Source: an optimization exercise on an open RTL-to-GDS flow (aim: small area, a short achievable clock period and few clock cycles). Production flows keep margins and buffers that such runs may drop.
The RTL was checked by simulation tests, not by an equivalence proof against the original design.
Power figures rest on the tool's default switching activity, not on a simulated workload.

==> flow/design.v, too long to show whole: its modules and the start of the top module <==
// module mul_unit: 2459 lines
module mul_unit
    (
        input logic clk,
        input logic rst,
        input logic [1:0] issue_fn3,
        input logic [31:0] rs1,
        input logic [31:0] rs2,
        input logic issue_new_request,
        input logic [3:0] issue_id,
        output logic issue_ready,
        input logic wb_ack,
        output logic wb_done,
        output logic [3:0] wb_id,
        output logic [31:0] wb_rd
    );
  // ...
==> flow/flow/run.sh <==
#!/bin/bash
# The standard ORFS layout (standard.sh) with two changes:
#  - SYNTH_ARGS=-noabc: Yosys's synth skips its quick "abc -fast" pass, so
#    the full adders written in the RTL reach extract_fa as written; the
#    registers are the same as the standard synthesis's;
#  - the port buffers that buffer_ports inserts are plain buffers
#    (buf_4) instead of the default delay cells.
cp standard.sh standard_sh_copy.log
export BUFFER_PORTS_ARGS="-buffer_cell sky130_fd_sc_hd__buf_4"
bash standard.sh SYNTH_ARGS=-noabc finish > standard.log 2>&1
status=$?
tail -50 standard.log
exit $status
==> flow/standard.sh <==
#!/bin/bash
# synth_recipe.tcl (not shown) runs the flow's synth.tcl, then flattens the netlist and writes it again
# the make line also repeats each setting of config.mk as NAME=value (left out here)
make -C /OpenROAD-flow-scripts/flow DESIGN_CONFIG=/design/flow/config.mk WORK_HOME=/design/flow/orfs CLKGATE_MAP_FILE= SYNTH_SCRIPT=/design/flow/synth_recipe.tcl "${@:-finish}"
==> flow/config.mk <==
export PLATFORM = sky130hd
export DESIGN_NAME = mul_unit
export DESIGN_NICKNAME = mul_unit
export VERILOG_FILES = /design/flow/design.v
export SDC_FILE = /design/flow/constraint.sdc
export NUM_CORES = 4
export LEC_CHECK = 0
export CAP_MARGIN = 20
export CORE_MARGIN = 2
export CORE_UTILIZATION = 40
export SETUP_SLACK_MARGIN = 3.5
export SLEW_MARGIN = 20
==> flow/constraint.sdc <==
create_clock -name core_clock -period 10.0 [get_ports {clk}]
set_input_delay 2.0000 -clock core_clock [delete_from_list [all_inputs] [get_ports {clk}]]
set_output_delay 2.0000 -clock core_clock [all_outputs]
set_load 0.01 [all_outputs]
==> impl_results.md, run 1 <==
- Synthesized instance count: 2717
- Fillers: 6326
- Largest stage delay, worst path: 580 ps
- Setup ws final: 3550 ps
- Area of the multi-input gates: 0.0225 mm2
- CP max FO: 27
- Sequential area share after synthesis: 13.1%
- Clock Tree Buf Depth: 2
- Synth area leaders: fa_1 35%, xnor2_1 17%, edfxtp_1 13%
- Met2 usage: 42.1%
- Reg2reg setup slack: 7530 ps
- DRT Wirelength: 99500 um
- Post-CTS sizing: 11
- Non-clock buffer share: 4.41%
- Clock sinks: 119
- HP Start: valid_r
- Outcome: complete, no violations
- Largest regs: cut_q (113), id_r (4)
- Final setup viols: 0
- Num ports: 112
- Relative slew slack: 26.5%
- Met1 Wirelength: 40600 um
- Hold-critical path depth: 2
- Multi-input combinational area share: 76.2%
- Internal power: 5.66 mW
- Post-Syn Nets: 3395
- Fin crit share: 64.5%
- Complex-gate fraction of the synthesized area: 16.6%
- Hold Crit Class: reg2reg
- Seq pwr share: 14.3%
Testbench counts, summed over its fixed seeds: cycles 16,008.
==> inputs of run 2 (changes only) <==
--- a/flow/design.v
+++ b/flow/design.v
@@ -18,16 +18,18 @@
     logic [33:0] b;
     logic advance;
     logic valid_r;
     logic mulh_r;
     logic [3:0] id_r;
     logic [112:0] cut_d;
     logic [112:0] cut_q;
     logic [63:0] sum_x, sum_y, product;
+    logic held_r;
+    logic [31:0] held_rd;
     logic one1, two2, neg3, x4, x5, x6, x7, x8, x9, x10, x11, x12, x13, x14, x15, x16, x17, x18, x19, x20, x21, x22, x23, x24, x25, x26, x27, x28, x29, x30, x31, x32, x33, x34, x35, x36, pp37, pp38, pp39, pp40, pp41, pp42, pp43, pp44, pp45, pp46, pp47, pp48, pp49, pp50, pp51, pp52, pp53, pp54, pp55, pp56, pp57, pp58, pp59, pp60, pp61, pp62, pp63, pp64, pp65, pp66, pp67, pp68, pp69, pp70, one71, two72, neg73, x74, x75, x76, x77, x78, x79, x80, x81, x82, x83, x84, x85, x86, x87, x88, x89, x90, x91, x92, x93, x94, x95, x96, x97, x98, x99, x100, x101, x102, x103, x104, x105, x106, pp107, pp108, pp109, pp110, pp111, pp112, pp113, pp114, pp115, pp116, pp117, pp118, pp119, pp120, pp121, pp122, pp123, pp124, pp125, pp126, pp127, pp128, pp129, pp130, pp131, pp132, pp133, pp134, pp135, pp136, pp137, pp138, pp139, pp140, one141, two142, neg143, x144, x145, x146, x147, x148, x149, x150, x151, x152, x153, x154, x155, x156, x157, x158, x159, x160, x161, x162, x163, x164, x165, x166, x167, x168, x169, x170, x171, x172, x173, x174, x175, x176, pp177, pp178, pp179, pp180, pp181, pp182, pp183, pp184, pp185, pp186, pp187, pp188, pp189, pp190, pp191, pp192, pp193, pp194, pp195, pp196, pp197, pp198, pp199, pp200, pp201, pp202, pp203, pp204, pp205, pp206, pp207, pp208, pp209, pp210, one211, two212, neg213, x214, x215, x216, x217, x218, x219, x220, x221, x222, x223, x224, x225, x226, x227, x228, x229, x230, x231, x232, x233, x234, x235, x236, x237, x238, x239, x240, x241, x242, x243, x244, x245, x246, pp247, pp248, pp249, pp250, pp251, pp252, pp253, pp254, pp255, pp256, pp257, pp258, pp259, pp260, pp261, pp262, pp263, pp264, pp265, pp266, pp267, pp268, pp269, pp270, pp271, pp272, pp273, pp274, pp275, pp276, pp277, pp278, pp279, pp280, one281, two282, neg283, x284, x285, x286, x287, x288, x289, x290, x291, x292, x293, x294, x295, x296, x297, x298, x299, x300, x301, x302, x303, x304, x305, x306, x307, x308, x309, x310, x311, x312, x313, x314, x315, x316, pp317, pp318, pp319, pp320, pp321, pp322, pp323, pp324, pp325, pp326, pp327, pp328, pp329, pp330, pp331, pp332, pp333, pp334, pp335, pp336, pp337, pp338, pp339, pp340, pp341, pp342, pp343, pp344, pp345, pp346, pp347, pp348, pp349, pp350, one351, two352, neg353, x354, x355, x356, x357, x358, x359, x360, x361, x362, x363, x364, x365, x366, x367, x368, x369, x370, x371, x372, x373, x374, x375, x376, x377, x378, x379, x380, x381, x382, x383, x384, x385, x386, pp387, pp388, pp389, pp390, pp391, pp392, pp393, pp394, pp395, pp396, pp397, pp398, pp399, pp400, pp401, pp402, pp403, pp404, pp405, pp406, pp407, pp408, pp409, pp410, pp411, pp412, pp413, pp414, pp415, pp416, pp417, pp418, pp419, pp420, one421, two422, neg423, x424, x425, x426, x427, x428, x429, x430, x431, x432, x433, x434, x435, x436, x437, x438, x439, x440, x441, x442, x443, x444, x445, x446, x447, x448, x449, x450, x451, x452, x453, x454, x455, x456, pp457, pp458, pp459, pp460, pp461, pp462, pp463, pp464, pp465, pp466, pp467, pp468, pp469, pp470, pp471, pp472, pp473, pp474, pp475, pp476, pp477, pp478, pp479, pp480, pp481, pp482, pp483, pp484, pp485, pp486, pp487, pp488, pp489, pp490, one491, two492, neg493, x494, x495, x496, x497, x498, x499, x500, x501, x502, x503, x504, x505, x506, x507, x508, x509, x510, x511, x512, x513, x514, x515, x516, x517, x518, x519, x520, x521, x522, x523, x524, x525, x526, pp527, pp528, pp529, pp530, pp531, pp532, pp533, pp534, pp535, pp536, pp537, pp538, pp539, pp540, pp541, pp542, pp543, pp544, pp545, pp546, pp547, pp548, pp549, pp550, pp551, pp552, pp553, pp554, pp555, pp556, pp557, pp558, pp559, pp560, one561, two562, neg563, x564, x565, x566, x567, x568, x569, x570, x571, x572, x573, x574, x575, x576, x577, x578, x579, x580, x581, x582, x583, x584, x585, x586, x587, x588, x589, x590, x591, x592, x593, x594, x595, x596, pp597, pp598, pp599, pp600, pp601, pp602, pp603, pp604, pp605, pp606, pp607, pp608, pp609, pp610, pp611, pp612, pp613, pp614, pp615, pp616, pp617, pp618, pp619, pp620, pp621, pp622, pp623, pp624, pp625, pp626, pp627, pp628, pp629, pp630, one631, two632, neg633, x634, x635, x636, x637, x638, x639, x640, x641, x642, x643, x644, x645, x646, x647, x648, x649, x650, x651, x652, x653, x654, x655, x656, x657, x658, x659, x660, x661, x662, x663, x664, x665, x666, pp667, pp668, pp669, pp670, pp671, pp672, pp673, pp674, pp675, pp676, pp677, pp678, pp679, pp680, pp681, pp682, pp683, pp684, pp685, pp686, pp687, pp688, pp689, pp690, pp691, pp692, pp693, pp694, pp695, pp696, pp697, pp698, pp699, pp700, one701, two702, neg703, x704, x705, x706, x707, x708, x709, x710, x711, x712, x713, x714, x715, x716, x717, x718, x719, x720, x721, x722, x723, x724, x725, x726, x727, x728, x729, x730, x731, x732, x733, x734, x735, x736, pp737, pp738, pp739, pp740, pp741, pp742, pp743, pp744, pp745, pp746, pp747, pp748, pp749, pp750, pp751, pp752, pp753, pp754, pp755, pp756, pp757, pp758, pp759, pp760, pp761, pp762, pp763, pp764, pp765, pp766, pp767, pp768, pp769, pp770, one771, two772, neg773, x774, x775, x776, x777, x778, x779, x780, x781, x782, x783, x784, x785, x786, x787, x788, x789, x790, x791, x792, x793, x794, x795, x796, x797, x798, x799, x800, x801, x802, x803, x804, x805, x806, pp807, pp808, pp809, pp810, pp811, pp812, pp813, pp814, pp815, pp816, pp817, pp818, pp819, pp820, pp821, pp822, pp823, pp824, pp825, pp826, pp827, pp828, pp829, pp830, pp831, pp832, pp833, pp834, pp835, pp836, pp837, pp838, pp839, pp840, one841, two842, neg843, x844, x845, x846, x847, x848, x849, x850, x851, x852, x853, x854, x855, x856, x857, x858, x859, x860, x861, x862, x863, x864, x865, x866, x867, x868, x869, x870, x871, x872, x873, x874, x875, x876, pp877, pp878, pp879, pp880, pp881, pp882, pp883, pp884, pp885, pp886, pp887, pp888, pp889, pp890, pp891, pp892, pp893, pp894, pp895, pp896, pp897, pp898, pp899, pp900, pp901, pp902, pp903, pp904, pp905, pp906, pp907, pp908, pp909, pp910, one911, two912, neg913, x914, x915, x916, x917, x918, x919, x920, x921, x922, x923, x924, x925, x926, x927, x928, x929, x930, x931, x932, x933, x934, x935, x936, x937, x938, x939, x940, x941, x942, x943, x944, x945, x946, pp947, pp948, pp949, pp950, pp951, pp952, pp953, pp954, pp955, pp956, pp957, pp958, pp959, pp960, pp961, pp962, pp963, pp964, pp965, pp966, pp967, pp968, pp969, pp970, pp971, pp972, pp973, pp974, pp975, pp976, pp977, pp978, pp979, pp980, one981, two982, neg983, x984, x985, x986, x987, x988, x989, x990, x991, x992, x993, x994, x995, x996, x997, x998, x999, x1000, x1001, x1002, x1003, x1004, x1005, x1006, x1007, x1008, x1009, x1010, x1011, x1012, x1013, x1014, x1015, x1016, pp1017, pp1018, pp1019, pp1020, pp1021, pp1022, pp1023, pp1024, pp1025, pp1026, pp1027, pp1028, pp1029, pp1030, pp1031, pp1032, pp1033, pp1034, pp1035, pp1036, pp1037, pp1038, pp1039, pp1040, pp1041, pp1042, pp1043, pp1044, pp1045, pp1046, pp1047, pp1048, pp1049, pp1050, one1051, two1052, neg1053, x1054, x1055, x1056, x1057, x1058, x1059, x1060, x1061, x1062, x1063, x1064, x1065, x1066, x1067, x1068, x1069, x1070, x1071, x1072, x1073, x1074, x1075, x1076, x1077, x1078, x1079, x1080, x1081, x1082, x1083, x1084, x1085, x1086, pp1087, pp1088, pp1089, pp1090, pp1091, pp1092, pp1093, pp1094, pp1095, pp1096, pp1097, pp1098, pp1099, pp1100, pp1101, pp1102, pp1103, pp1104, pp1105, pp1106, pp1107, pp1108, pp1109, pp1110, pp1111, pp1112, pp1113, pp1114, pp1115, pp1116, pp1117, pp1118, pp1119, pp1120, one1121, two1122, neg1123, x1124, x1125, x1126, x1127, x1128, x1129, x1130, x1131, x1132, x1133, x1134, x1135, x1136, x1137, x1138, x1139, x1140, x1141, x1142, x1143, x1144, x1145, x1146, x1147, x1148, x1149, x1150, x1151, x1152, x1153, x1154, x1155, x1156, pp1157, pp1158, pp1159, pp1160, pp1161, pp1162, pp1163, pp1164, pp1165, pp1166, pp1167, pp1168, pp1169, pp1170, pp1171, pp1172, pp1173, pp1174, pp1175, pp1176, pp1177, pp1178, pp1179, pp1180, pp1181, pp1182, pp1183, pp1184, pp1185, pp1186, pp1187, pp1188, s1189, c1190, s1191, c1192, s1193, c1194, s1195, c1196, s1197, c1198, s1199, c1200, s1201, c1202, s1203, c1204, s1205, c1206, s1207, c1208, s1209, c1210, s1211, c1212, s1213, c1214, s1215, c1216, s1217, c1218, s1219, c1220, s1221, c1222, s1223, c1224, s1225, c1226, s1227, c1228, s1229, c1230, s1231, c1232, s1233, c1234, s1235, c1236, s1237, c1238, s1239, c1240, s1241, c1242, s1243, c1244, s1245, c1246, s1247, c1248, s1249, c1250, s1251, c1252, s1253, c1254, s1255, c1256, s1257, c1258, s1259, c1260, s1261, c1262, s1263, c1264, s1265, c1266, s1267, c1268, s1269, c1270, s1271, c1272, s1273, c1274, s1275, c1276, s1277, c1278, s1279, c1280, s1281, c1282, s1283, c1284, s1285, c1286, s1287, c1288, s1289, c1290, s1291, c1292, s1293, c1294, s1295, c1296, s1297, c1298, s1299, c1300, s1301, c1302, s1303, c1304, s1305, c1306, s1307, c1308, s1309, c1310, s1311, c1312, s1313, c1314, s1315, c1316, s1317, c1318, s1319, c1320, s1321, c1322, s1323, c1324, s1325, c1326, s1327, c1328, s1329, c1330, s1331, c1332, s1333, c1334, s1335, c1336, s1337, c1338, s1339, c1340, s1341, c1342, s1343, c1344, s1345, c1346, s1347, c1348, s1349, c1350, s1351, c1352, s1353, c1354, s1355, c1356, s1357, c1358, s1359, c1360, s1361, c1362, s1363, c1364, s1365, c1366, s1367, c1368, s1369, c1370, s1371, c1372, s1373, c1374, s1375, c1376, s1377, c1378, s1379, c1380, s1381, c1382, s1383, c1384, s1385, c1386, s1387, c1388, s1389, c1390, s1391, c1392, s1393, c1394, s1395, c1396, s1397, c1398, s1399, c1400, s1401, c1402, s1403, c1404, s1405, c1406, s1407, c1408, s1409, c1410, s1411, c1412, s1413, c1414, s1415, c1416, s1417, c1418, s1419, c1420, s1421, c1422, s1423, c1424, s1425, c1426, s1427, c1428, s1429, c1430, s1431, c1432, s1433, c1434, s1435, c1436, s1437, c1438, s1439, c1440, s1441, c1442, s1443, c1444, s1445, c1446, s1447, c1448, s1449, c1450, s1451, c1452, s1453, c1454, s1455, c1456, s1457, c1458, s1459, c1460, s1461, c1462, s1463, c1464, s1465, c1466, s1467, c1468, s1469, c1470, s1471, c1472, s1473, c1474, s1475, c1476, s1477, c1478, s1479, c1480, s1481, c1482, s1483, c1484, s1485, c1486, s1487, c1488, s1489, c1490, s1491, c1492, s1493, c1494, s1495, c1496, s1497, c1498, s1499, c1500, s1501, c1502, s1503, c1504, s1505, c1506, s1507, c1508, s1509, c1510, s1511, c1512, s1513, c1514, s1515, c1516, s1517, c1518, s1519, c1520, s1521, c1522, s1523, c1524, s1525, c1526, s1527, c1528, s1529, c1530, s1531, c1532, s1533, c1534, s1535, c1536, s1537, c1538, s1539, c1540, s1541, c1542, s1543, c1544, s1545, c1546, s1547, c1548, s1549, c1550, s1551, c1552, s1553, c1554, s1555, c1556, s1557, c1558, s1559, c1560, s1561, c1562, s1563, c1564, s1565, c1566, s1567, c1568, s1569, c1570, s1571, c1572, s1573, c1574, s1575, c1576, s1577, c1578, s1579, c1580, s1581, c1582, s1583, c1584, s1585, c1586, s1587, c1588, s1589, c1590, s1591, c1592, s1593, c1594, s1595, c1596, s1597, c1598, s1599, c1600, s1601, c1602, s1603, c1604, s1605, c1606, s1607, c1608, s1609, c1610, s1611, c1612, s1613, c1614, s1615, c1616, s1617, c1618, s1619, c1620, s1621, c1622, s1623, c1624, s1625, c1626, s1627, c1628, s1629, c1630, s1631, c1632, s1633, c1634, s1635, c1636, s1637, c1638, s1639, c1640, s1641, c1642, s1643, c1644, s1645, c1646, s1647, c1648, s1649, c1650, s1651, c1652, s1653, c1654, s1655, c1656, s1657, c1658, s1659, c1660, s1661, c1662, s1663, c1664, s1665, c1666, s1667, c1668, s1669, c1670, s1671, c1672, s1673, c1674, s1675, c1676, s1677, c1678, s1679, c1680, s1681, c1682, s1683, c1684, s1685, c1686, s1687, c1688, s1689, c1690, s1691, c1692, s1693, c1694, s1695, c1696, s1697, c1698, s1699, c1700, s1701, c1702, s1703, c1704, s1705, c1706, s1707, c1708, s1709, c1710, s1711, c1712, s1713, c1714, s1715, c1716, s1717, c1718, s1719, c1720, s1721, c1722, s1723, c1724, s1725, c1726, s1727, c1728, s1729, c1730, s1731, c1732, s1733, c1734, s1735, c1736, s1737, c1738, s1739, c1740, s1741, c1742, s1743, c1744, s1745, c1746, s1747, c1748, s1749, c1750, s1751, c1752, s1753, c1754, s1755, c1756, s1757, c1758, s1759, c1760, s1761, c1762, s1763, c1764, s1765, c1766, s1767, c1768, s1769, c1770, s1771, c1772, s1773, c1774, s1775, c1776, s1777, c1778, s1779, c1780, s1781, c1782, s1783, c1784, s1785, c1786, s1787, c1788, s1789, c1790, s1791, c1792, s1793, c1794, s1795, c1796, s1797, c1798, s1799, c1800, s1801, c1802, s1803, c1804, s1805, c1806, s1807, c1808, s1809, c1810, s1811, c1812, s1813, c1814, s1815, c1816, s1817, c1818, s1819, c1820, s1821, c1822, s1823, c1824, s1825, c1826, s1827, c1828, s1829, c1830, s1831, c1832, s1833, c1834, s1835, c1836, s1837, c1838, s1839, c1840, s1841, c1842, s1843, c1844, s1845, c1846, s1847, c1848, s1849, c1850, s1851, c1852, s1853, c1854, s1855, c1856, s1857, c1858, s1859, c1860, s1861, c1862, s1863, c1864, s1865, c1866, s1867, c1868, s1869, c1870, s1871, c1872, s1873, c1874, s1875, c1876, s1877, c1878, s1879, c1880, s1881, c1882, s1883, c1884, s1885, c1886, s1887, c1888, s1889, c1890, s1891, c1892, s1893, c1894, s1895, c1896, s1897, c1898, s1899, c1900, s1901, c1902, s1903, c1904, s1905, c1906, s1907, c1908, s1909, c1910, s1911, c1912, s1913, c1914, s1915, c1916, s1917, c1918, s1919, c1920, s1921, c1922, s1923, c1924, s1925, c1926, s1927, c1928, s1929, c1930, s1931, c1932, s1933, c1934, s1935, c1936, s1937, c1938, s1939, c1940, s1941, c1942, s1943, c1944, s1945, c1946, s1947, c1948, s1949, c1950, s1951, c1952, s1953, c1954, s1955, c1956, s1957, c1958, s1959, c1960, s1961, c1962, s1963, c1964, s1965, c1966, s1967, c1968, s1969, c1970, s1971, c1972, s1973, c1974, s1975, c1976, s1977, c1978, s1979, c1980, s1981, c1982, s1983, c1984, s1985, c1986, s1987, c1988, s1989, c1990, s1991, c1992, s1993, c1994, s1995, c1996, s1997, c1998, s1999, c2000, s2001, c2002, s2003, c2004, s2005, c2006, s2007, c2008, s2009, c2010, s2011, c2012, s2013, c2014, s2015, c2016, s2017, c2018, s2019, c2020, s2021, c2022, s2023, c2024, s2025, c2026, s2027, c2028, s2029, c2030, s2031, c2032, s2033, c2034, s2035, c2036, s2037, c2038, s2039, c2040, s2041, c2042, s2043, c2044, s2045, c2046, s2047, c2048, s2049, c2050, s2051, c2052, s2053, c2054, s2055, c2056, s2057, c2058, s2059, c2060, s2061, c2062, s2063, c2064, s2065, c2066, s2067, c2068, s2069, c2070, s2071, c2072, s2073, c2074, s2075, c2076, s2077, c2078, s2079, c2080, s2081, c2082, s2083, c2084, s2085, c2086, s2087, c2088, s2089, c2090, s2091, c2092, s2093, c2094, s2095, c2096, s2097, c2098, s2099, c2100, s2101, c2102, s2103, c2104, s2105, c2106, s2107, c2108, s2109, c2110, s2111, c2112, s2113, c2114, s2115, c2116, s2117, c2118, s2119, c2120, s2121, c2122, s2123, c2124, s2125, c2126, s2127, c2128, s2129, c2130, s2131, c2132, s2133, c2134, s2135, c2136, s2137, c2138, s2139, c2140, s2141, c2142, s2143, c2144, s2145, c2146, s2147, c2148, s2149, c2150, s2151, c2152, s2153, c2154, s2155, c2156, s2157, c2158, s2159, c2160, s2161, c2162, s2163, c2164, s2165, c2166, s2167, c2168, s2169, c2170, s2171, c2172, s2173, c2174, s2175, c2176, s2177, c2178, s2179, c2180, s2181, c2182, s2183, c2184, s2185, c2186, s2187, c2188, s2189, c2190, s2191, c2192, s2193, c2194, s2195, c2196, s2197, c2198, s2199, c2200, s2201, c2202, s2203, c2204, s2205, c2206, s2207, c2208, s2209, c2210, s2211, c2212, s2213, c2214, s2215, c2216, s2217, c2218, s2219, c2220, s2221, c2222, s2223, c2224, s2225, c2226, s2227, c2228, s2229, c2230, s2231, c2232, s2233, c2234, s2235, c2236, s2237, c2238, s2239, c2240, s2241, c2242;
     logic [16:0] low_sum;
     assign rs1_is_signed = (issue_fn3 == 2'b01) | (issue_fn3 == 2'b10);
     assign rs2_is_signed = (issue_fn3 == 2'b01);
     assign is_mulhx = (issue_fn3 != 2'b00);
     assign a = {rs1_is_signed & rs1[31], rs1};
     assign b = {{2{rs2_is_signed & rs2[31]}}, rs2};
     assign one1 = b[0] ^ 1'b0;
@@ -1793,28 +1795,35 @@
     assign {c2242, s2241} = {1'b0, pp1120} + {1'b0, pp1188} + {1'b0, c2118};
     assign low_sum = {1'b0, c2144, c2142, c2140, c2138, c2136, c2134, c2132, c2130, c2128, c2126, c2124, c2122, c2120, pp107, pp38, neg3} + {1'b0, s2145, s2143, s2141, s2139, s2137, s2135, s2133, s2131, s2129, s2127, s2125, s2123, s2121, s2119, 1'b0, pp37};
     assign cut_d = {c2240, s2241, c2238, s2239, c2236, s2237, s2235, c2234, c2232, s2233, c2230, s2231, c2228, s2229, s2227, c2226, s2225, c2224, c2222, s2223, c2220, s2221, c2218, s2219, s2217, c2216, s2215, c2214, s2213, c2212, s2211, c2210, s2209, c2208, c2206, s2207, c2204, s2205, s2203, c2202, s2201, c2200, s2199, c2198, s2197, c2196, s2195, c2194, s2193, c2192, s2191, c2190, s2189, c2188, s2187, c2186, s2185, c2184, s2183, c2182, s2181, c2180, s2179, c2178, s2177, c2176, s2175, c2174, s2173, c2172, s2171, c2170, s2169, c2168, s2167, c2166, s2165, c2164, s2163, c2162, s2161, c2160, s2159, c2158, s2157, c2156, s2155, c2154, s2153, c2152, s2151, c2150, s2149, c2148, s2147, c2146, low_sum[16], low_sum[15], low_sum[14], low_sum[13], low_sum[12], low_sum[11], low_sum[10], low_sum[9], low_sum[8], low_sum[7], low_sum[6], low_sum[5], low_sum[4], low_sum[3], low_sum[2], low_sum[1], low_sum[0]};
     assign sum_x = {cut_q[111], cut_q[109], cut_q[107], cut_q[105], cut_q[103], cut_q[101], cut_q[99], cut_q[97], cut_q[95], cut_q[93], cut_q[91], cut_q[89], cut_q[87], cut_q[85], cut_q[83], cut_q[81], cut_q[79], cut_q[77], cut_q[75], cut_q[73], cut_q[71], cut_q[69], cut_q[67], cut_q[65], cut_q[63], cut_q[61], cut_q[59], cut_q[57], cut_q[55], cut_q[53], cut_q[51], cut_q[49], cut_q[47], cut_q[45], cut_q[43], cut_q[41], cut_q[39], cut_q[37], cut_q[35], cut_q[33], cut_q[31], cut_q[29], cut_q[27], cut_q[25], cut_q[23], cut_q[21], cut_q[19], cut_q[17], cut_q[15], cut_q[14], cut_q[13], cut_q[12], cut_q[11], cut_q[10], cut_q[9], cut_q[8], cut_q[7], cut_q[6], cut_q[5], cut_q[4], cut_q[3], cut_q[2], cut_q[1], cut_q[0]};
     assign sum_y = {cut_q[112], cut_q[110], cut_q[108], cut_q[106], cut_q[104], cut_q[102], cut_q[100], cut_q[98], cut_q[96], cut_q[94], cut_q[92], cut_q[90], cut_q[88], cut_q[86], cut_q[84], cut_q[82], cut_q[80], cut_q[78], cut_q[76], cut_q[74], cut_q[72], cut_q[70], cut_q[68], cut_q[66], cut_q[64], cut_q[62], cut_q[60], cut_q[58], cut_q[56], cut_q[54], cut_q[52], cut_q[50], cut_q[48], cut_q[46], cut_q[44], cut_q[42], cut_q[40], cut_q[38], cut_q[36], cut_q[34], cut_q[32], cut_q[30], cut_q[28], cut_q[26], cut_q[24], cut_q[22], cut_q[20], cut_q[18], 1'b0, 1'b0, 1'b0, 1'b0, 1'b0, 1'b0, 1'b0, 1'b0, 1'b0, 1'b0, 1'b0, 1'b0, 1'b0, 1'b0, 1'b0, 1'b0};
     assign advance = ~valid_r | wb_ack;
     assign issue_ready = advance;
     always_ff @ (posedge clk) begin
+        cut_q <= cut_d;
         if (advance) begin
-            cut_q <= cut_d;
             mulh_r <= is_mulhx;
             id_r <= issue_id;
         end
     end
     always_ff @ (posedge clk) begin
-        if (rst)
+        if (rst) begin
             valid_r <= 0;
-        else if (advance)
-            valid_r <= issue_new_request;
+            held_r <= 0;
+        end
+        else begin
+            if (advance)
+                valid_r <= issue_new_request;
+            held_r <= valid_r & ~wb_ack;
+        end
     end
+    always_ff @ (posedge clk)
+        held_rd <= wb_rd;
     logic [63:0] ag, ap;
     assign ag = (sum_x & sum_y) | {48'b0, cut_q[16], 15'b0};
     assign ap = sum_x ^ sum_y;
     logic kg1, kp1;
     assign kg1 = ag[1] | (ap[1] & ag[0]);
     assign kp1 = ap[1] & ap[0];
     logic kg2, kp2;
     assign kg2 = ag[3] | (ap[3] & ag[2]);
@@ -2448,12 +2457,12 @@
     assign product[56] = ap[56] ^ kg184;
     assign product[57] = ap[57] ^ kg185;
     assign product[58] = ap[58] ^ kg186;
     assign product[59] = ap[59] ^ kg187;
     assign product[60] = ap[60] ^ kg188;
     assign product[61] = ap[61] ^ kg189;
     assign product[62] = ap[62] ^ kg190;
     assign product[63] = ap[63] ^ kg191;
-    assign wb_rd = mulh_r ? product[63:32] : product[31:0];
+    assign wb_rd = held_r ? held_rd : mulh_r ? product[63:32] : product[31:0];
     assign wb_done = valid_r;
     assign wb_id = id_r;
 endmodule
==> flow/config.mk (replaced) <==
export PLATFORM = sky130hd
export DESIGN_NAME = mul_unit
export DESIGN_NICKNAME = mul_unit
export VERILOG_FILES = /design/flow/design.v
export SDC_FILE = /design/flow/constraint.sdc
export NUM_CORES = 4
export LEC_CHECK = 0
export CAP_MARGIN = 20
export CORE_MARGIN = 2
export CORE_UTILIZATION = 40
export SETUP_SLACK_MARGIN = 4.25
export SLEW_MARGIN = 20
==> impl_results.md, run 2 <==
- Outcome: complete, no violations (unchanged)
- Crit. End Element: primary output (was flop)
- Nets: 3459 (was 3339)
- RSZ-0062 raised after global routing: true (unchanged)
- PortBufs: 111 (unchanged)
- Die ar.: 0.0699 mm2 (was 0.0702 mm2)
- Drt pass-1 iters: 6 (was 8)
- Most flop-heavy register: cut_q (unchanged)
- Pleak: 11.8 nW (was 11.1 nW)
- Vias: 22323 (was 22402)
- Num rows: 95 (unchanged)
- Syn Area/Cell: 9.73 um2 (was 10.0 um2)
- Hold Crit Class: reg2reg (unchanged)
- Slew @ Worst Pin: 950 ps (was 1100 ps)
- CP max FO: 4 (was 27)
- Num ports: 112 (unchanged)
- Most frequent cell after synthesis: xnor2_1 (unchanged)
- DP HPWL: 68700 um (was 76400 um)
- Synth Warn #: 1 (unchanged)
- Predominant post-synthesis flop cell: dfxtp_1 (was edfxtp_1)
- Share of the synthesized area in the top cell type: 34.8% (was 34.6%)
- Fillers: 6256 (was 6326)
- TritonCTS Buffers: 17 (unchanged)
- Gpl congestion: 0.910 (was 0.992)
- Commonest non-fill, non-tap cells in the layout: 494 x xnor2_1, 443 x fa_1, 433 x o22ai_1 (was 519 x xnor2_1, 471 x fa_1, 438 x o22ai_1)
- Worst Reg-to-Reg Cells: 16 (was 3)
- Non-Filler Instances: 3666 (was 3547)
- Hold-critical path depth: 2 (unchanged)
- WHS: 456 ps (was 933 ps)
- FF-to-FF Start: cut_q[51] (was valid_r)
- Clk pin slew, worst setup/hold paths: 70 ps (was 60 ps)
- Fin crit share: 59.3% (was 64.5%)
- Max Slew Vio Count: 0 (unchanged)
- First-pass GRT wire length: 143000 um (was 149000 um)
- Post-synth top area cell: fa_1 (unchanged)
- Most frequent cells after synthesis: 508 x xnor2_1, 471 x fa_1, 436 x o22ai_1 (was 521 x xnor2_1, 471 x fa_1, 438 x o22ai_1)
- Largest regs: cut_q (113), held_rd (32), id_r (4) (was cut_q (113), id_r (4))
- Mean number of vias per cell: 6.09 (was 6.32)
- Fin crit period: 5930 ps (was 6450 ps)
- HP Start: held_rd[24] (was valid_r)
- Worst Skew: 20.2 ps (was 14.5 ps)
- Final setup viols: 0 (unchanged)
- Root Driver: clkbuf_16 (unchanged)
- DRT Wirelength: 94100 um (was 99500 um)
- Final Hold Fails: 0 (unchanged)
- Post-Place Cells: 3568 (was 3503)
- Crit start category: flop (was input pin)
- Yosys reg bits: 152 (was 119)
- Leading cell type in the layout, fill and taps excluded: xnor2_1 (unchanged)
- Largest register FFs: 113 (unchanged)
- Max Cap Violations: 0 (unchanged)
- Total grt overflow: 0 (unchanged)
- H-tree levels: 4 (unchanged)
- Antenna-violating nets left: 0 (unchanged)
- Layout cell share with drive strength beyond 1: 15.2% (was 10.2%)
- Reg2reg setup slack: 6550 ps (was 7530 ps)
- Placed Area: 0.0287 mm2 (about the same)
- Routed len/inst: 25.7 um (was 28.1 um)
- Worst VDD drop: 0.161 mV (was 0.190 mV)
- Post-Syn Nets: 3466 (was 3395)
- GRT Resource Usage Total: 27.0% (was 28.5%)
- Power per cell area: 346 mW/mm2 (was 371 mW/mm2)
- Vias in the first global route: 23919 (was 22892)
- Setup_tns: 0 ps (unchanged)
- Async S/R FF share, synth: 0% (unchanged)
- DRC Markers: 0 (unchanged)
- Total power: 10.7 mW (was 11.0 mW)
- Final instance area: 0.0309 mm2 (was 0.0296 mm2)
- Sequential area share after synthesis: 11.4% (was 13.1%)
- CTS tree: built (unchanged)
- Worst setup path class: reg2out (was in2reg)
- Layout area overhead: 14.0% (was 8.60%)
- Largest net degree at the start of global routing: 66 (was 70)
- Critical Path RT: 8000 ps (was 10200 ps)
- Fmax: 169 MHz (was 155 MHz)
- Cts hold-fix bufs: 0 (unchanged)
- Clock Tree Buf Depth: 2 (unchanged)
- Synth area leaders: fa_1 35%, xnor2_1 16%, dfxtp_1 11% (was fa_1 35%, xnor2_1 17%, edfxtp_1 13%)
- CP startpoint: cut_q[51] (was issue_fn3[1])
- Relative slew slack: 36.4% (was 26.5%)
- Initial drt markers: 2185 (was 3113)
- Clock sinks: 152 (was 119)
- Synthesized instance count: 2788 (was 2717)
- Synth unique cells: 58 (was 61)
- Die span in x: 264 um (was 265 um)
- Diodes inserted: 0 (unchanged)
- Core area: 0.0672 mm2 (was 0.0673 mm2)
- Initial antenna violation count: 0 (unchanged)
- Post-synth EDFFs: 5 (was 118)
- Initial core utilization: 40.4% (was 40.5%)
- Die Y: 264 um (was 265 um)
- Arrival time worst endpoint: 3930 ps (was 6650 ps)
- Worst-Skew Late Latency: 500 ps (was 470 ps)
- Syn Std Cell Area: 0.0271 mm2 (was 0.0272 mm2)
==> run 2: cell type report <==
class,count,area (um2),area share (%)
clock buffers,18,429,1.39
clock inverters,13,194,0.628
inverters,107,488,1.58
multi-input cells,2279,23600,76.4
flip-flops and latches,152,3100,10.0
well taps,873,1090,3.53
repair buffers,220,1950,6.32
repair inverters,4,31.3,0.101
==> run 2: final timing paths <==
check,to
setup / recovery,wb_rd[22]
hold reg to reg,held_rd[24]
hold / removal,held_rd[24]
setup reg to reg,held_rd[26]
==> run 2: kinds of logic (layout without fill, tap and decap cells) <==
family                     count (synthesis)  in the layout  share of synthesized area (%)
AOI/OAI and AO/OA                        759            759                           17.5
adders and majority gates                604            604                           40.9
xor gates and xnor gates                 603            603                           19.5
buffers and inverters                    360            362                           5.00
and+or+nand+nor                          293            296                           5.08
DFF                                      152            152                           11.4
muxes                                     17             17                          0.651
==> run 2: through the flow <==
stage	utilization, %	setup WS [ps]
floorplan	-	4200
global placement	42.8	3130
detailed placement	42.8	3040
CTS	44.9	4030
global route	46.0	3940
finish	46.0	4070
==> run 2: critical path, stage by stage (launching register included) <==
cell      delay [ps]
dfxtp_2          330
ha_4             250
a21o_1           150
a21o_1           170
a221o_2          410
a221oi_4         340
o211a_4          260
a21oi_4           80
a211o_1          290
o21a_1           200
or3_1            310
and3_4           190
o31a_1           300
buf_6            150
==> run 2: layer usage <==
layer  global-route usage [%]  up-vias  share of wire, %
li1                         -     9692                 -
met1                     33.8    11214                39
met2                     43.9     1158                47
met3                     6.30      259               8.8
met4                     13.2        0               4.9
met5                        0        -                 0
==> run 2: report_power, final <==
part           total (mW)  internal, mW  switching, mW
clock network       0.729         0.419          0.310
logic                8.68          3.96           4.72
registers            1.27          1.12          0.145
total                10.7          5.50           5.18
==> run 2: timing repair <==
item,4_1_cts,5_1_grt
buffers inserted,23,33
pin swaps,32,28
setup endpoints to repair,100,56
resized for setup,101,88
gates cloned,8,3
Testbench counts of run 2, summed over its fixed seeds: cycles 16,008.
==> inputs of run 3 (changes only) <==
--- a/flow/config.mk
+++ b/flow/config.mk
@@ -7,6 +7,6 @@
 export LEC_CHECK = 0
 export CAP_MARGIN = 20
 export CORE_MARGIN = 2
-export CORE_UTILIZATION = 40
-export SETUP_SLACK_MARGIN = 4.25
+export CORE_UTILIZATION = 65
+export SETUP_SLACK_MARGIN = 4
 export SLEW_MARGIN = 20
==> impl_results.md, run 3 <==
- Worst VDD drop: 0.359 mV (was 0.161 mV)
- Most flop-heavy register: cut_q (unchanged)
- Leading cell type in the layout, fill and taps excluded: xnor2_1 (unchanged)
- Clock sinks: 152 (unchanged)
- Critical Path, Cell by Cell: ha_4 > a21o_1 > a21o_1 > a221o_1 > a221oi_4 > o211a_4 > a21oi_4 > a211o_1 > o21a_1 > or3_4 > and3_4 > o31a_1 > buf_6 (was ha_4 > a21o_1 > a21o_1 > a221o_2 > a221oi_4 > o211a_4 > a21oi_4 > a211o_1 > o21a_1 > or3_1 > and3_4 > o31a_1 > buf_6)
- Yosys reg bits: 152 (unchanged)
- H-tree levels: 4 (unchanged)
- First-pass GRT wire length: 137000 um (was 143000 um)
- Arrival time worst endpoint: 4030 ps (was 3930 ps)
- DRT Wirelength: 90000 um (was 94100 um)
- Most used cell, CP: a21o_1 (unchanged)
- Diodes inserted: 0 (unchanged)
- Critical path endpoint: wb_rd[22] (unchanged)
- Post-synth top area cell: fa_1 (unchanged)
- Final Hold Fails: 0 (unchanged)
- Largest regs: cut_q (113), held_rd (32), id_r (4) (unchanged)
- GRT Resource Usage Total: 42.1% (was 27.0%)
- CP max-delay cell: a221o_1 (was a221o_2)
- Die Y: 208 um (was 264 um)
- Slew @ Worst Pin: 900 ps (was 950 ps)
- Synth Warn #: 1 (unchanged)
- Fmax: 166 MHz (was 169 MHz)
- Max Slew Vio Count: 0 (unchanged)
- Fin crit share: 60.3% (was 59.3%)
- Worst-Skew Late Latency: 490 ps (was 500 ps)
- Relative slew slack: 39.7% (was 36.4%)
- Hold Crit Class: reg2reg (unchanged)
- Worst Skew: 9.07 ps (was 20.2 ps)
- Most frequent cell after synthesis: xnor2_1 (unchanged)
- Num rows: 74 (was 95)
- Crit. End Element: primary output (unchanged)
- Root Driver: clkbuf_16 (unchanged)
- Initial antenna violation count: 2 (was 0)
- Clock Tree Buf Depth: 2 (unchanged)
- Crit start category: flop (unchanged)
- Critical Path RT: 8000 ps (about the same)
- Largest register FFs: 113 (unchanged)
- Drt pass-1 iters: 6 (unchanged)
- Pleak: 11.4 nW (was 11.8 nW)
- Gpl congestion: 0.953 (was 0.910)
- Layout cell share with drive strength beyond 1: 11.2% (was 15.2%)
- Synthesized instance count: 2788 (unchanged)
- Num ports: 112 (unchanged)
- Worst Reg-to-Reg Cells: 12 (was 16)
- Setup_tns: 0 ps (unchanged)
- Syn Std Cell Area: 0.0271 mm2 (unchanged)
- Most frequent cells after synthesis: 508 x xnor2_1, 471 x fa_1, 436 x o22ai_1 (unchanged)
- Commonest non-fill, non-tap cells in the layout: 508 x xnor2_1, 471 x fa_1, 435 x o22ai_1 (was 494 x xnor2_1, 443 x fa_1, 433 x o22ai_1)
- Synth area leaders: fa_1 35%, xnor2_1 16%, dfxtp_1 11% (unchanged)
- Vias in the first global route: 23567 (was 23919)
- Routed len/inst: 27.4 um (was 25.7 um)
- Clk pin slew, worst setup/hold paths: 80 ps (was 70 ps)
- Max Cap Violations: 0 (unchanged)
- Die span in x: 208 um (was 264 um)
- Post-synth EDFFs: 5 (unchanged)
- Syn Area/Cell: 9.73 um2 (unchanged)
- Antenna-violating nets left: 0 (unchanged)
- Critical path depth: 13 (unchanged)
- FF-to-FF Start: cut_q[51] (unchanged)
- Post-Syn Nets: 3466 (unchanged)
- Largest stage delay, worst path: 420 ps (was 410 ps)
- Fin crit period: 6030 ps (was 5930 ps)
- Outcome: complete, no violations (unchanged)
- Final core utilization: 71.5% (was 46.0%)
- Mean number of vias per cell: 6.87 (was 6.09)
- PortBufs: 111 (unchanged)
- Vias: 22574 (was 22323)
- Reg2reg end: held_rd[22] (was held_rd[26])
- Share of the synthesized area in the top cell type: 34.8% (unchanged)
- RSZ-0062 raised after global routing: true (unchanged)
- Nets: 3417 (was 3459)
- Die ar.: 0.0434 mm2 (was 0.0699 mm2)
- Largest net degree at the start of global routing: 66 (unchanged)
- Worst setup path class: reg2out (unchanged)
- Async S/R FF share, synth: 0% (unchanged)
- CP max FO: 3 (was 4)
- Layout area overhead: 8.14% (was 14.0%)
- Crit path max-delay family: compound AO/OA/AOI/OAI gates (unchanged)
- Reg2reg setup slack: 6460 ps (was 6550 ps)
- DP HPWL: 65600 um (was 68700 um)
- Total grt overflow: 0 (unchanged)
- Power per cell area: 348 mW/mm2 (was 346 mW/mm2)
- Sequential area share after synthesis: 11.4% (unchanged)
- DRC Markers: 0 (unchanged)
- CP startpoint: cut_q[51] (unchanged)
- CTS tree: built (unchanged)
- Initial core utilization: 66.1% (was 40.4%)
- Buf/Inv on CP: 1 (unchanged)
- TritonCTS Buffers: 17 (unchanged)
- Final setup viols: 0 (unchanged)
- Synth unique cells: 58 (unchanged)
- Core area: 0.0410 mm2 (was 0.0672 mm2)
- Initial drt markers: 2454 (was 2185)
- Predominant post-synthesis flop cell: dfxtp_1 (unchanged)
run 3: changes by cell type in the layout (fill, tap and decap cells not counted), moves of 9 or more:
cell     change
fa_2        -28
o21ai_0      +9
xnor2_2     -13
fa_1        +28
ha_4         -9
buf_4       -22
xnor2_1     +14
run 3: worst min-delay path by stage:
stage	startpoint	to	slack [ps]	depth (start not counted)
final	held_rd[7]	held_rd[7]	460	2
after global routing	held_rd[16]	held_rd[16]	480	2
after CTS	held_rd[16]	held_rd[16]	460	2
after detailed placement	held_rd[7]	held_rd[7]	450	2
after global placement	held_rd[21]	held_rd[21]	440	2
after floorplan	held_rd[24]	held_rd[24]	480	2
run 3: area by class of cell:
| class | count | area (um2) |
|---|---|---|
| sequential | 152 | 3100 |
| fill | 3201 | 11700 |
| clock inverter | 14 | 154 |
| timing repair inverter | 5 | 31.3 |
| clock buffer | 18 | 429 |
| inverter | 107 | 473 |
| tap | 532 | 666 |
| multi-input combinational | 2278 | 23100 |
| timing repair buffer | 178 | 1410 |
run 3: repair_timing:
action                                 CTS  global route
setup buffers                            9            12
setup endpoints to repair               68            61
endpoints found under the hold margin    0             0
pin swaps                                5            11
cloned                                   1             6
hold buffers                             0             0
gates resized for setup                 35            57
run 3: cell families (layout without fill, tap and decap cells):
family                     after synthesis  after routing  synth area share (%)
DFF                                    152            152                  11.4
AOI/OAI and AO/OA                      759            759                  17.5
buffers and inverters                  360            322                  5.00
muxes                                   17             17                 0.651
adders and majority gates              604            604                  40.9
xor gates and xnor gates               603            603                  19.5
and+or+nand+nor                        293            295                  5.08
run 3: metal layers:
metal / global-route usage, % / routed length, um / share of wire, % / up-vias
li1: - / - / - / 9570
met1: 53.9 / 33700 / 37 / 11063
met2: 65.4 / 40400 / 45 / 1557
met3: 10.7 / 10100 / 11 / 384
met4: 23.9 / 5800 / 6.4 / 0
met5: 0 / 0 / 0 / -
run 3: worst min-delay path: stages (launching register included):
cell     delay [ps]
dfxtp_1         300
inv_1            40
a21oi_1          70
run 3: where the power goes:
part           switching [mW]  total (mW)  internal, mW
clock network           0.325       0.679         0.354
logic                    4.58        8.27          3.69
registers               0.134        1.25          1.12
run 3: metrics by stage:
| step | std cells | setup slack, ps | power, mW | cell area, um2 | hold WS, ps |
|---|---|---|---|---|---|
| 6_report | 3284 | 3970 | 10.2 | 29300 | 459 |
| 5_1_grt | 3284 | 3890 | 11.2 | 29300 | 476 |
| 4_1_cts | 3265 | 3890 | 10.0 | 28900 | 462 |
| 3_5_place_dp | 3223 | 3050 | 9.24 | 28100 | 451 |
| 3_3_place_gp | 3223 | 3180 | 8.91 | 28100 | 444 |
| 2_1_floorplan | 2788 | 4000 | 6.69 | 27200 | 484 |
==> inputs of run 4 (changes only) <==
--- a/flow/config.mk
+++ b/flow/config.mk
@@ -5,8 +5,9 @@
 export SDC_FILE = /design/flow/constraint.sdc
 export NUM_CORES = 4
 export LEC_CHECK = 0
+export ABC_AREA = 1
 export CAP_MARGIN = 20
 export CORE_MARGIN = 2
-export CORE_UTILIZATION = 65
+export CORE_UTILIZATION = 40
 export SETUP_SLACK_MARGIN = 4
 export SLEW_MARGIN = 20
==> impl_results.md, run 4 <==
- Clk pin slew, worst setup/hold paths: 70 ps (was 80 ps)
- Hold Crit Class: reg2reg (unchanged)
- Vias: 23940 (was 22574)
- Num rows: 97 (was 74)
- Routed len/inst: 24.2 um (was 27.4 um)
- Placed Area: 0.0297 mm2 (was 0.0281 mm2)
- CTS tree: built (unchanged)
- TritonCTS Buffers: 17 (unchanged)
- Post-Place Cells: 4083 (was 3223)
- Clock sinks: 152 (unchanged)
- Worst-Skew Late Latency: 460 ps (was 490 ps)
- Die ar.: 0.0729 mm2 (was 0.0434 mm2)
- Fin crit period: 6030 ps (about the same)
- GRT Resource Usage Total: 27.1% (was 42.1%)
- Relative slew slack: 31.3% (was 39.7%)
- Crit path max-delay family: adder cells (was compound AO/OA/AOI/OAI gates)
- Gpl congestion: 0.940 (was 0.953)
- Initial core utilization: 40.4% (was 66.1%)
- Fmax: 166 MHz (about the same)
- Layout cell share with drive strength beyond 1: 10.9% (was 11.2%)
- Commonest non-fill, non-tap cells in the layout: 494 x o22ai_1, 471 x fa_1, 431 x xor2_1 (was 508 x xnor2_1, 471 x fa_1, 435 x o22ai_1)
- DP HPWL: 77800 um (was 65600 um)
- Multiplexer area fraction after synthesis: 0% (was 0.651%)
- Most frequent cell after synthesis: o22ai_1 (was xnor2_1)
- Pleak: 13.6 nW (was 11.4 nW)
- Vias in the first global route: 23356 (was 23567)
- Most flop-heavy register: cut_q (unchanged)
- Non-Filler Instances: 4155 (was 3284)
- Mean number of vias per cell: 5.76 (was 6.87)
- Sequential area share after synthesis: 10.9% (was 11.4%)
- Synthesized instance count: 3196 (was 2788)
- Post-synth top area cell: fa_1 (unchanged)
- Fin crit share: 60.3% (about the same)
- Drt pass-1 iters: 5 (was 6)
- Fillers: 6920 (was 3201)
- Critical Path, Cell by Cell: clkbuf_8 > ha_2 > nor2_4 > xor2_1 > o22ai_1 > fa_1 > fa_1 > fa_1 > fa_1 > fa_1 (was ha_4 > a21o_1 > a21o_1 > a221o_1 > a221oi_4 > o211a_4 > a21oi_4 > a211o_1 > o21a_1 > or3_4 > and3_4 > o31a_1 > buf_6)
- Predominant post-synthesis flop cell: dfxtp_1 (unchanged)
- Core area: 0.0700 mm2 (was 0.0410 mm2)
- Worst setup path class: in2reg (was reg2out)
- Total power: 10.9 mW (was 10.2 mW)
- Antenna-violating nets left: 0 (unchanged)
- Diodes inserted: 0 (unchanged)
- Largest regs: cut_q (113), held_rd (32), id_r (4) (unchanged)
- Most frequent cells after synthesis: 494 x o22ai_1, 471 x fa_1, 431 x xor2_1 (was 508 x xnor2_1, 471 x fa_1, 436 x o22ai_1)
- Critical Path RT: 10320 ps (was 8000 ps)
- Yosys reg bits: 152 (unchanged)
- Setup ws final: 3970 ps (about the same)
- Crit start category: input pin (was flop)
- Share of the synthesized area in the top cell type: 33.3% (was 34.8%)
- Num ports: 112 (unchanged)
- Syn Area/Cell: 8.85 um2 (was 9.73 um2)
- Synth unique cells: 45 (was 58)
- Die span in x: 270 um (was 208 um)
- Max Slew Vio Count: 0 (unchanged)
- CP max FO: 39 (was 3)
- Cts hold-fix bufs: 0 (unchanged)
- Largest family of logic cells by synthesized area: adder cells (unchanged)
- Power per cell area: 354 mW/mm2 (was 348 mW/mm2)
- Leading cell type in the layout, fill and taps excluded: o22ai_1 (was xnor2_1)
- Synth area leaders: fa_1 33%, xor2_1 13%, o22ai_1 11% (was fa_1 35%, xnor2_1 16%, dfxtp_1 11%)
- WHS: 462 ps (was 459 ps)
- Final instance area: 0.0308 mm2 (was 0.0293 mm2)
- Root Driver: clkbuf_16 (unchanged)
- DRC Markers: 0 (unchanged)
- Async S/R FF share, synth: 0% (unchanged)
- Final core utilization: 44.0% (was 71.5%)
- Post-Syn Nets: 3874 (was 3466)
- Final setup viols: 0 (unchanged)
- DRT Wirelength: 100000 um (was 90000 um)
- Crit. End Element: flop (was primary output)
- CP max-delay cell: fa_1 (was a221o_1)
- Largest stage delay, worst path: 730 ps (was 420 ps)
- Initial drt markers: 2543 (was 2454)
- Max Cap Violations: 0 (unchanged)
- Post-synthesis adder-cell area fraction: 39.2% (was 40.9%)
- Largest register FFs: 113 (unchanged)
- Buf/Inv on CP: 1 (unchanged)
- DP Worst Slack: 2910 ps (was 3050 ps)
- Syn Std Cell Area: 0.0283 mm2 (was 0.0271 mm2)
- First-pass GRT wire length: 150000 um (was 137000 um)
- Most used cell, CP: fa_1 (was a21o_1)
- Layout area overhead: 9.01% (was 8.14%)
- Slew @ Worst Pin: 1030 ps (was 900 ps)
- PortBufs: 111 (unchanged)
- Worst VDD drop: 0.231 mV (was 0.359 mV)
- Setup_tns: 0 ps (unchanged)
- Nets: 3881 (was 3417)
- Total grt overflow: 0 (unchanged)
- RSZ-0062 raised after global routing: true (unchanged)
- Final Hold Fails: 0 (unchanged)
- Worst Skew: 16.0 ps (was 9.07 ps)
- Synth Warn #: 1 (unchanged)
- Initial antenna violation count: 3 (was 2)
- Largest net degree at the start of global routing: 42 (was 66)
- Die Y: 270 um (was 208 um)
- H-tree levels: 4 (unchanged)
- XOR/XNOR share of the synthesized area: 17.0% (was 19.5%)
- Complex-gate fraction of the synthesized area: 15.6% (was 17.5%)
- Arrival time worst endpoint: 6350 ps (was 4030 ps)
- Clock Tree Buf Depth: 2 (unchanged)
- Simple-Gate Fraction of Synth Area: 9.40% (was 5.08%)
- Outcome: complete, no violations (unchanged)
- Post-synth EDFFs: 5 (unchanged)
[run 4: timing repair]
item / CTS / global route
setup endpoints to repair: 58 / 66
setup buffers: 16 / 16
gates resized for setup: 24 / 39
pin swaps: 3 / 3
cloned: 5 / 4
[run 4: power by group]
group	total [mW]	switching [mW]	internal [mW]	leakage [nW]
sequential	1.28	0.160	1.12	1.29
clock	0.638	0.281	0.357	0.277
combinational	9.01	5.34	3.66	12.1
[run 4: cell type report]
cell class / instances / area [um2] / share of cell area [%]
Timing Repair Buffer: 191 / 1540 / 5.00
Sequential cell: 152 / 3090 / 10.0
Clock inverter: 12 / 118 / 0.381
Clock buffer: 19 / 453 / 1.47
Timing Repair inverter: 6 / 42.5 / 0.138
Multi-Input combinational cell: 2504 / 23100 / 75.0
Inverter: 331 / 1270 / 4.13
Tap cell: 940 / 1180 / 3.81
[run 4: tightest hold or removal path: stages, from the launching register on]
cell     delay (ps)
dfxtp_1         310
nand2_1          40
nand2_1          80
[run 4: final timing paths]
kind | cells after the start | endpoint | slack, ps | start
min reg2reg | 2 | held_rd[5] | 460 | held_rd[5]
max | 10 | cut_q[26] | 3970 | rs2[1]
max reg2reg | 12 | held_rd[1] | 7110 | cut_q[36]
min | 2 | held_rd[5] | 460 | held_rd[5]
[run 4: cell families (layout without fill, tap and decap cells)]
| kind of cell | Yosys count | count (layout) |
|---|---|---|
| XOR/XNOR | 548 | 548 |
| flip-flops | 152 | 152 |
| AND/OR/NAND/NOR | 602 | 605 |
| adder cells (fa/ha/maj) | 604 | 604 |
| AO/OA/AOI/OAI | 747 | 747 |
| buffers and inverters | 543 | 559 |
[run 4: per-layer routing]
| metal | part of all wire (%) | global-route usage (%) |
|---|---|---|
| met1 | 42 | 37.6 |
| met5 | 0.012 | 0 |
| met2 | 42 | 39.8 |
| met3 | 12 | 7.37 |
| met4 | 4.5 | 10.8 |
==> inputs of run 5 (changes only) <==
--- a/flow/config.mk
+++ b/flow/config.mk
@@ -5,7 +5,6 @@
 export SDC_FILE = /design/flow/constraint.sdc
 export NUM_CORES = 4
 export LEC_CHECK = 0
-export ABC_AREA = 1
 export CAP_MARGIN = 20
 export CORE_MARGIN = 2
 export CORE_UTILIZATION = 40
==> impl_results.md, run 5 <==
- Worst Reg-to-Reg Cells: 12 (unchanged)
- Final Hold Fails: 0 (unchanged)
- Worst Skew: 9.13 ps (was 16.0 ps)
- DRC Markers: 0 (unchanged)
- Post-Syn Nets: 3466 (was 3874)
- Post-Place Cells: 3569 (was 4083)
- Mean number of vias per cell: 6.06 (was 5.76)
- HP Start: held_rd[19] (was held_rd[5])
- Non-Filler Instances: 3651 (was 4155)
- Arrival time worst endpoint: 3960 ps (was 6350 ps)
- Relative slew slack: 33.4% (was 31.3%)
- Largest family of logic cells by synthesized area: adder cells (unchanged)
- Hold-critical path depth: 2 (unchanged)
- Final setup viols: 0 (unchanged)
- Antenna-violating nets left: 0 (unchanged)
- Post-synth EDFFs: 5 (unchanged)
- Pleak: 11.5 nW (was 13.6 nW)
- Final core utilization: 44.7% (was 44.0%)
- Simple-Gate Fraction of Synth Area: 5.08% (was 9.40%)
- DP HPWL: 68500 um (was 77800 um)
- Most frequent cells after synthesis: 508 x xnor2_1, 471 x fa_1, 436 x o22ai_1 (was 494 x o22ai_1, 471 x fa_1, 431 x xor2_1)
- RSZ-0062 raised after global routing: true (unchanged)
- Placed Area: 0.0286 mm2 (was 0.0297 mm2)
- Diodes inserted: 0 (unchanged)
- Total grt overflow: 0 (unchanged)
- Predominant post-synthesis flop cell: dfxtp_1 (unchanged)
- DRT Wirelength: 91200 um (was 100000 um)
- Clock sinks: 152 (unchanged)
- Largest regs: cut_q (113), held_rd (32), id_r (4) (unchanged)
- Initial drt markers: 2118 (was 2543)
- Largest net degree at the start of global routing: 66 (was 42)
- Drt pass-1 iters: 7 (was 5)
- Largest register FFs: 113 (unchanged)
- Routed len/inst: 25.0 um (was 24.2 um)
- Synth Warn #: 1 (unchanged)
- Worst VDD drop: 0.180 mV (was 0.231 mV)
- Vias in the first global route: 23596 (was 23356)
- CP max-delay cell: a221o_1 (was fa_1)
- Register area: 0.00310 mm2 (was 0.00309 mm2)
- Synth unique cells: 58 (was 45)
- H-tree levels: 4 (unchanged)
- Cts hold-fix bufs: 0 (unchanged)
- Fin crit share: 59.6% (was 60.3%)
- Syn Area/Cell: 9.73 um2 (was 8.85 um2)
- Initial core utilization: 40.4% (about the same)
- Most frequent cell after synthesis: xnor2_1 (was o22ai_1)
- Nets: 3443 (was 3881)
- Async S/R FF share, synth: 0% (unchanged)
- Worst setup path class: reg2out (was in2reg)
- Setup ws final: 4040 ps (was 3970 ps)
- Largest stage delay, worst path: 380 ps (was 730 ps)
- Fillers: 6349 (was 6920)
- Crit. End Element: primary output (was flop)
- GRT Resource Usage Total: 26.0% (was 27.1%)
- Max Slew Vio Count: 0 (unchanged)
- Yosys reg bits: 152 (unchanged)
- Setup_tns: 0 ps (unchanged)
- Die ar.: 0.0699 mm2 (was 0.0729 mm2)
- Gpl congestion: 0.928 (was 0.940)
- Area of the multi-input gates: 0.0231 mm2 (about the same)
- Multiplexer area fraction after synthesis: 0.651% (was 0%)
- Slew @ Worst Pin: 995 ps (was 1030 ps)
- First-pass GRT wire length: 139000 um (was 150000 um)
- PortBufs: 111 (unchanged)
- Die span in x: 264 um (was 270 um)
- Outcome: complete, no violations (unchanged)
- Crit start category: flop (was input pin)
- Clk pin slew, worst setup/hold paths: 80 ps (was 70 ps)
- Vias: 22127 (was 23940)
- Fmax: 168 MHz (was 166 MHz)
- Complex-gate fraction of the synthesized area: 17.5% (was 15.6%)
- Reg2reg end: held_rd[22] (was held_rd[1])
- Initial antenna violation count: 0 (was 3)
- Critical Path RT: 8000 ps (was 10320 ps)
- Most flop-heavy register: cut_q (unchanged)
- Max Cap Violations: 0 (unchanged)
- DP Worst Slack: 2820 ps (was 2910 ps)
- TritonCTS Buffers: 17 (unchanged)
- Hold Crit Class: reg2reg (unchanged)
- Fin crit period: 5960 ps (was 6030 ps)
- Most used cell, CP: a21o_1 (was fa_1)
- Share of the synthesized area in the top cell type: 34.8% (was 33.3%)
- Hold path endpoint: held_rd[19] (was held_rd[5])
- CP max FO: 3 (was 39)
- Clock Tree Buf Depth: 2 (unchanged)
- WHS: 458 ps (was 462 ps)
- Critical Path, Cell by Cell: ha_1 > a21o_1 > a21o_1 > a221o_1 > a221oi_2 > o211a_4 > a21oi_2 > a211o_1 > o21a_1 > or3_1 > and3_1 > o31a_1 > buf_4 (was clkbuf_8 > ha_2 > nor2_4 > xor2_1 > o22ai_1 > fa_1 > fa_1 > fa_1 > fa_1 > fa_1)
- Layout cell share with drive strength beyond 1: 11.8% (was 10.9%)
- Final instance area: 0.0300 mm2 (was 0.0308 mm2)
- Synthesized instance count: 2788 (was 3196)
- Die Y: 264 um (was 270 um)
- Post-synth top area cell: fa_1 (unchanged)
- Sequential area share after synthesis: 11.4% (was 10.9%)
- Syn Std Cell Area: 0.0271 mm2 (was 0.0283 mm2)
- Num ports: 112 (unchanged)
- Power per cell area: 340 mW/mm2 (was 354 mW/mm2)
- Total power: 10.2 mW (was 10.9 mW)
- FF-to-FF Start: cut_q[49] (was cut_q[36])
- XOR/XNOR share of the synthesized area: 19.5% (was 17.0%)
- CTS tree: built (unchanged)
- Synth area leaders: fa_1 35%, xnor2_1 16%, dfxtp_1 11% (was fa_1 33%, xor2_1 13%, o22ai_1 11%)
- Reg2reg setup slack: 6550 ps (was 7110 ps)
- Worst-Skew Late Latency: 490 ps (was 460 ps)
- Core area: 0.0672 mm2 (was 0.0700 mm2)
- Post-synthesis adder-cell area fraction: 40.9% (was 39.2%)
- Root Driver: clkbuf_16 (unchanged)
- Leading cell type in the layout, fill and taps excluded: xnor2_1 (was o22ai_1)
- Commonest non-fill, non-tap cells in the layout: 508 x xnor2_1, 471 x fa_1, 435 x o22ai_1 (was 494 x o22ai_1, 471 x fa_1, 431 x xor2_1)
- Layout area overhead: 10.7% (was 9.01%)
- Num rows: 95 (was 97)
[run 5: area by class of cell]
cell class | instances | area share [%]
Clock buffer | 17 | 1.42
Clock inverter | 15 | 0.634
Inverter | 107 | 1.63
Multi-Input combinational cell | 2278 | 76.8
Sequential cell | 152 | 10.3
Tap cell | 873 | 3.64
Timing Repair Buffer | 202 | 5.36
Timing Repair inverter | 7 | 0.179
[run 5: cell families after synthesis]
family | count (synthesis)
mux | 17
fa+ha+maj | 604
flops | 152
buf+inv | 360
simple gates | 293
xor+xnor | 603
compound gates | 759
[run 5: critical path, delay by kind of cell (launching register included)]
kind / cells / cell delay (ps)
and+or+nand+nor: 2 / 510
buffers and inverters: 1 / 160
adders and majority gates: 1 / 230
DFF: 1 / 350
AOI/OAI and AO/OA: 9 / 2230
[run 5: how the worst max path moves through the flow]
stage | to | cells past startpoint | start
final | wb_rd[22] | 13 | cut_q[49]
after global routing | wb_rd[22] | 13 | cut_q[49]
after CTS | cut_q[62] | 10 | rs2[19]
after detailed placement | cut_q[62] | 15 | issue_fn3[0]
after global placement | cut_q[62] | 15 | issue_fn3[0]
after floorplan | cut_q[16] | 15 | rs2[5]
[run 5: layer usage]
layer | global-route usage (%) | up-vias | share of wire [%]
met1 | 33.1 | 11080 | 40
met2 | 42.1 | 1148 | 47
li1 | - | 9633 | -
met4 | 12.6 | 0 | 4.9
met5 | 0 | - | 0
met3 | 5.54 | 266 | 8.2
[run 5: power breakdown]
part | switching [mW] | total [mW] | internal (mW)
clock network | 0.310 | 0.707 | 0.398
logic | 4.57 | 8.26 | 3.69
registers | 0.122 | 1.24 | 1.12
total | 5.00 | 10.2 | 5.20
[run 5: repair_timing]
action	CTS	global route
pin swaps	11	10
resized for setup	48	44
hold endpoints to repair	0	0
gates cloned	4	6
endpoints found under the setup margin	71	48
buffers inserted	11	29
==> inputs of run 6 (changes only) <==
--- a/flow/config.mk
+++ b/flow/config.mk
@@ -8,5 +8,6 @@
 export CAP_MARGIN = 20
 export CORE_MARGIN = 2
 export CORE_UTILIZATION = 40
+export CTS_BUF_LIST = sky130_fd_sc_hd__clkbuf_4 sky130_fd_sc_hd__clkbuf_8
 export SETUP_SLACK_MARGIN = 4
 export SLEW_MARGIN = 20
==> impl_results.md, run 6 <==
- Outcome: complete, no violations (unchanged)
- Syn Area/Cell: 9.73 um2 (unchanged)
- Core area: 0.0672 mm2 (unchanged)
- Die Y: 264 um (unchanged)
- Num ports: 112 (unchanged)
- RSZ-0062 raised after global routing: true (unchanged)
- Largest net degree at the start of global routing: 66 (unchanged)
- Final Hold Fails: 0 (unchanged)
- Simple-Gate Fraction of Synth Area: 5.08% (unchanged)
- Nets: 3424 (was 3443)
- Crit path max-delay family: compound AO/OA/AOI/OAI gates (unchanged)
- Routed len/inst: 24.8 um (was 25.0 um)
- Initial drt markers: 2058 (was 2118)
- DP HPWL: 68500 um (unchanged)
- Setup ws final: 3980 ps (was 4040 ps)
- Synth unique cells: 58 (unchanged)
- Commonest non-fill, non-tap cells in the layout: 507 x xnor2_1, 471 x fa_1, 435 x o22ai_1 (was 508 x xnor2_1, 471 x fa_1, 435 x o22ai_1)
- Net Sw Frac: 49.6% (was 49.0%)
- Fin crit share: 60.2% (was 59.6%)
- Die ar.: 0.0699 mm2 (unchanged)
- Syn Std Cell Area: 0.0271 mm2 (unchanged)
- Fmax: 166 MHz (was 168 MHz)
- Post-Syn Nets: 3466 (unchanged)
- Vias: 21981 (was 22127)
- Final setup viols: 0 (unchanged)
- Synthesized instance count: 2788 (unchanged)
- Complex-gate fraction of the synthesized area: 17.5% (unchanged)
- Layout cell share with drive strength beyond 1: 11.7% (was 11.8%)
- CTS tree: built (unchanged)
- Most used cell, CP: a21o_1 (unchanged)
- Antenna-violating nets left: 0 (unchanged)
- Worst setup path class: reg2out (unchanged)
- Multiplexer area fraction after synthesis: 0.651% (unchanged)
- Crit. End Element: primary output (unchanged)
- Worst-Skew Late Latency: 560 ps (was 490 ps)
- Clock Tree Buf Depth: 2 (unchanged)
- CP max-delay cell: a221o_1 (unchanged)
- Largest stage delay, worst path: 380 ps (about the same)
- DRC Markers: 0 (unchanged)
- Most frequent cells after synthesis: 508 x xnor2_1, 471 x fa_1, 436 x o22ai_1 (unchanged)
- Initial core utilization: 40.4% (unchanged)
- DRT Wirelength: 89900 um (was 91200 um)
- Critical Path RT: 8000 ps (about the same)
- Largest register FFs: 113 (unchanged)
- Vias in the first global route: 23573 (was 23596)
- Area of the multi-input gates: 0.0231 mm2 (about the same)
- Async S/R FF share, synth: 0% (unchanged)
- Sequential area share after synthesis: 11.4% (unchanged)
- Critical path endpoint: wb_rd[22] (unchanged)
- Internal power: 5.10 mW (was 5.20 mW)
- Critical Path, Cell by Cell: ha_4 > a21o_1 > a21o_1 > a221o_1 > a221oi_2 > o211a_4 > a21oi_4 > a211o_1 > o21a_1 > or3_1 > and3_4 > o31a_1 > buf_6 (was ha_1 > a21o_1 > a21o_1 > a221o_1 > a221oi_2 > o211a_4 > a21oi_2 > a211o_1 > o21a_1 > or3_1 > and3_1 > o31a_1 > buf_4)
- Worst Skew: 19.2 ps (was 9.13 ps)
- Share of the synthesized area in the top cell type: 34.8% (unchanged)
- Seq pwr share: 12.3% (was 12.2%)
- Post-synth top area cell: fa_1 (unchanged)
- Largest regs: cut_q (113), held_rd (32), id_r (4) (unchanged)
- Layout area overhead: 9.55% (was 10.7%)
- Critical path depth: 13 (unchanged)
- PortBufs: 111 (unchanged)
- Largest family of logic cells by synthesized area: adder cells (unchanged)
- Hold-critical path depth: 2 (unchanged)
- XOR/XNOR share of the synthesized area: 19.5% (unchanged)
- DP Worst Slack: 2820 ps (unchanged)
- Initial antenna violation count: 2 (was 0)
- Register area: 0.00310 mm2 (about the same)
- FF-to-FF Start: cut_q[52] (was cut_q[49])
- Predominant post-synthesis flop cell: dfxtp_1 (unchanged)
- Clock sinks: 152 (unchanged)
- Die span in x: 264 um (unchanged)
- Combinational power share: 82.4% (was 80.9%)
- Reg2reg setup slack: 6550 ps (about the same)
==> run 6: cell count changes in the layout (fill, tap and decap cells not counted), moves of 3 or more <==
| cell | before | now |
|---|---|---|
| clkbuf_16 | 18 | 0 |
| o21ai_1 | 3 | 6 |
| xor2_2 | 1 | 4 |
| clkbuf_8 | 0 | 17 |
| a21oi_1 | 97 | 93 |
| buf_4 | 190 | 179 |
| o21ai_0 | 67 | 64 |
| xor2_1 | 94 | 91 |
==> run 6: layer usage <==
layer / up-vias / share of wire, % / global-route usage (%)
met1: 10940 / 40 / 33.1
li1: 9598 / - / -
met4: 0 / 5.2 / 12.9
met5: - / 0 / 0
met3: 261 / 8.3 / 5.30
met2: 1182 / 46 / 42.0
==> run 6: worst min path at each step <==
stage,slack (ps),end
global placement,450,held_rd[7]
CTS,470,held_rd[24]
floorplan,480,held_rd[24]
detailed placement,450,held_rd[19]
finish,460,held_rd[24]
global route,470,held_rd[24]
==> run 6: area by class of cell <==
| cell class | instances | share of cell area, % |
|---|---|---|
| inverter | 107 | 1.60 |
| clock buffer | 17 | 0.788 |
| timing repair inverter | 3 | 0.0716 |
| multi-input combinational | 2278 | 77.9 |
| sequential | 152 | 10.5 |
| antenna | 1 | 0.00842 |
| tap | 873 | 3.68 |
| clock inverter | 15 | 0.640 |
| timing repair buffer | 187 | 4.89 |
==> run 6: kinds of logic after synthesis <==
kind of cell	Yosys count
xor+xnor	603
flops	152
simple gates	293
buf+inv	360
fa+ha+maj	604
compound gates	759
mux	17
==> run 6: metrics by stage <==
| stage | instances | cell area [um2] | util [%] | hold slack, ps |
|---|---|---|---|---|
| after floorplan | 2788 | 27200 | - | 484 |
| after global placement | 3569 | 28600 | 42.6 | 451 |
| after detailed placement | 3569 | 28600 | 42.6 | 451 |
| after CTS | 3614 | 29400 | 43.7 | 466 |
| after global routing | 3633 | 29700 | 44.2 | 471 |
| final | 3633 | 29700 | 44.2 | 458 |
==> run 6: tightest hold or removal path, stage by stage, from the launching register on <==
cell and delay (ps):
dfxtp_1 310, inv_1 60, a21oi_2 50
==> run 6: power by group through the flow <==
stage,logic [mW],clock network [mW],registers [mW]
CTS,8.26,0.561,1.24
detailed placement,8.11,0,1.25
global placement,7.88,0,1.24
finish,8.33,0.544,1.24
global route,9.32,0.585,1.27
floorplan,5.49,0,1.20
==> run 6: what timing repair did <==
item | in CTS | in global routing
endpoints found under the setup margin | 70 | 41
setup buffers | 11 | 15
pin swaps | 19 | 9
gates resized for setup | 54 | 50
cloned | 2 | 3

Re-timed with assumed drivers on the ports (clkbuf_16 on the clock, buf_2 on other inputs), run 6 has 3.918 ns of setup slack against 3.979 ns with ideal ports, and 3.443 ns once port delays also move by the mid clock arrival of 0.617 ns.
